Context: an optimization exercise on an open-source flow, tuned for small area, a short achievable clock period and few clock cycles per item. The choices shown serve that exercise and are no tape-out recipe. Only simulation tests tie the RTL to the original design; equivalence was not proved.

Setup of try-maple:
// fft8_f32_stream
module fft8_f32_stream (
    input  wire        clk,
    input  wire        rst_n,
    input  wire        s_valid,
    output wire        s_ready,
    input  wire [31:0] s_real,
    input  wire [31:0] s_imag,
    output reg         m_valid,
    input  wire        m_ready,
    output reg  [31:0] m_real,
    output reg  [31:0] m_imag
);
For scale: ~9,500 cells after synthesis, ~130 I/O pins.
export LEC_CHECK = 0
export CAP_MARGIN = 35
export CORE_MARGIN = 2
export CORE_UTILIZATION = 30
export CTS_CLUSTER_DIAMETER = 100
export CTS_CLUSTER_SIZE = 18
export PLACE_DENSITY = 0.4
export SLEW_MARGIN = 35
create_clock -name core_clock -period 90.0 [get_ports {clk}]
standard.sh (not shown) runs the stock make flow with config.mk's settings and CLKGATE_MAP_FILE= SYNTH_SCRIPT=/design/flow/synth_recipe.tcl, a recipe that flattens the netlist after the stock synthesis.
==> flow/flow/run.sh <==
#!/bin/bash
# The standard layout (standard synthesis included), except that the port
# buffers are plain buffers rather than the delay cells the placer picks by
# default. Every input and output port still gets its own buffer.
set -euo pipefail
export BUFFER_PORTS_ARGS="-buffer_cell sky130_fd_sc_hd__buf_2"
bash standard.sh > standard.log 2>&1
Testbench counts of try-maple, summed over its fixed seeds: cycles 3,184, frames 384.
Inputs modified between try-maple and try-umber:
Settings: CORE_UTILIZATION: 30 -> 40; PLACE_DENSITY: 0.4 -> 0.5.
## What came out
- Diff try-maple -> try-umber | depth of the worst register-to-register path | decrease of 3.7%
- From try-umber to try-maple, worst path buffer plus inverter count did not move at all.
- Re total overflow reported by the global router: no difference whatsoever between try-umber and try-maple.
Setup changes, try-umber to try-delta
Settings: CTS_CLUSTER_SIZE: 18 -> unset; CTS_CLUSTER_DIAMETER: 100 -> unset.
Notes after the runs:
try-delta ran to completion and came out clean on the timing, DRC and antenna checks. try-umber → try-delta: routed wire length went up. NOTE: growth of design area from synthesis to finish in try-delta exceeds that of try-umber. Synthesized-area fraction occupied by xor and xnor cells came out exactly the same in try-delta and try-umber. Between try-umber and try-delta, the flow reports design area increasing slightly. Re global-route wire length before repair: try-delta is about 0.4% up on try-umber.
[inputs] try-pepper vs try-delta
Settings: CORE_UTILIZATION: 40 -> 30; PLACE_DENSITY: 0.5 -> 0.4.
Notes after the runs:
- | buffer depth of the longest clock path | try-pepper vs try-delta | 1 higher |
- Of try-delta and try-pepper, the lower via count of the first global-routing pass belongs to try-delta.
- In the metrics for try-delta and try-pepper, the one carrying the lower overall global routing resource usage is try-pepper.
- In the metrics for try-delta and try-pepper, the one carrying the higher final critical path time including I/O delays and setup is try-pepper.
- The launching instance or port of the critical path comes out m_imag[11] in one run and m_imag[18] in the other, namely in try-delta and try-pepper respectively.
- Summary of try-pepper over try-delta: sequential share of layout area fell by 0.59 points; maximum frequency level.
- try-pepper has arrival time of data at the critical path endpoint above what try-delta had.


## raven
Another version of the RTL of fft8_f32_stream (not shown whole).
For scale: about 1600 flip-flops, about 130 I/O pins, roughly 100000 sq um of cells after synthesis.
export LEC_CHECK = 0
export CAP_MARGIN = 35
export CORE_MARGIN = 2
export CORE_UTILIZATION = 30
export PLACE_DENSITY = 0.4
export SLEW_MARGIN = 35
create_clock -name core_clock -period 90.0 [get_ports {clk}]
run.sh (not shown) runs the stock make flow with config.mk's settings and CLKGATE_MAP_FILE= SYNTH_SCRIPT=/design/flow/synth_recipe.tcl, a recipe that flattens the netlist after the stock synthesis.
Stock flow here: none of the scripts above is used.
Testbench counts of raven, summed over its fixed seeds: cycles 3,184, frames 384.
Changes in sierra relative to raven:
- changing CORE_UTILIZATION from 30 to 45
- changing PLACE_DENSITY from 0.4 to 0.55
### Flow results
- Of raven and sierra, sierra shows the lower count of clock-buffer cells in the layout, with raven above it.
- Register fraction of the total cell area (higher): sierra
- Summary — least setup slack across all paths after layout, sierra relative to raven: higher, by 53 ps.
- Re global-route track usage on met3: raven was lower than sierra.
- Diff raven -> sierra: portion of the layout cell area used by non-clock buffers now sits at about the same level, relative area change from synthesis to final layout moved down, worst hold margin stayed essentially flat.


== job 102 ==
fft8_f32_stream, a different RTL version from the one above (not shown whole).
Size: roughly 9,800 cells after synthesis, about 1,200 flip-flops, ~130 I/O pins, about 0.092 mm2 of cells after synthesis.
==> flow/design.v (excerpt) <==
module fft8_f32_stream (
    input  wire        clk,
    input  wire        rst_n,
    input  wire        s_valid,
    output wire        s_ready,
    input  wire [31:0] s_real,
    input  wire [31:0] s_imag,
    output reg         m_valid,
    input  wire        m_ready,
    output reg  [31:0] m_real,
    output reg  [31:0] m_imag
);
export LEC_CHECK = 0
export CAP_MARGIN = 35
export CORE_MARGIN = 2
export CORE_UTILIZATION = 30
export PLACE_DENSITY = 0.4
export SLEW_MARGIN = 35
create_clock -name core_clock -period 90.0 [get_ports {clk}]
Testbench counts of job 102, summed over its fixed seeds: cycles 3,184, frames 384.
Setup changes, job 102 to job 104
==> flow/flow/run.sh (new file) <==
#!/bin/bash
# The standard layout (standard synthesis included), except that the port
# buffers are plain buffers rather than the delay cells the placer picks by
# default. Every input and output port still gets its own buffer.
set -euo pipefail
export BUFFER_PORTS_ARGS="-buffer_cell sky130_fd_sc_hd__buf_2"
bash standard.sh > standard.log 2>&1
==> flow/standard.sh (new file) <==
#!/bin/bash
# synth_recipe.tcl (not shown) runs the flow's synth.tcl, then flattens the netlist and writes it again
# the make line also repeats each setting of config.mk as NAME=value (left out here)
make -C /OpenROAD-flow-scripts/flow DESIGN_CONFIG=/design/flow/config.mk WORK_HOME=/design/flow/orfs CLKGATE_MAP_FILE= SYNTH_SCRIPT=/design/flow/synth_recipe.tcl "${@:-finish}"
removed: flow/run.sh
- Compared with job 102, in job 104 pin count of the biggest net entering global routing grew by 17%; worst-case hold slack grew by 0.036 ns; wire length on met2 grew by about 0.7%; highest clock rate grew by 1.1 MHz.
- Global placement routability congestion, job 102 and job 104, higher one = job 104.
- Number of diodes ended up 2 lower on job 104 than on job 102.
- Diff job 102 and job 104: global-route usage higher in job 104

[afterwards: timing with drivers on the ports]
The flow's constraints put no driver on any port. The routed layouts listed below were extracted and timed again, unchanged, in two steps. Step 1 sets driving cells, clkbuf_16 on the clock port and buf_2 on the other inputs (assumed; they add their load-dependent delay and slew). Step 2 adds t to the input delays and takes it off the output delays; t is the mean of the earliest and latest rising clock arrival at the registers after step 1. Input paths then give back, and output paths get back, about the clock's delay inside the block. a / b / c = ideal / step 1 / step 2; a / b = the first two.
run | t (ns) | setup WS [ns] | cell pins on the clock port's net
try-maple | 0.919 | 70.629 / 70.528 / 70.652 | 1
try-umber | 0.859 | 70.700 / 70.610 / 70.683 | 1
try-delta | 0.906 | 70.667 / 70.569 / 70.665 | 1
try-pepper | 0.926 | 70.649 / 70.552 / 70.645 | 1
raven | 0.970 | 70.089 / 69.989 / 69.692 | 1
sierra | 0.915 | 70.142 / 70.041 / 69.995 | 1
job 102 | 0.966 | 70.134 / 70.016 / 70.108 | 1
job 104 | 0.958 | 70.558 / 70.451 / 70.567 | 1
After both steps setup and hold are still met in every run listed. For raven, which loses most, drivers alone change the setup slack by -0.100 ns; drivers and shift together by -0.397 ns.
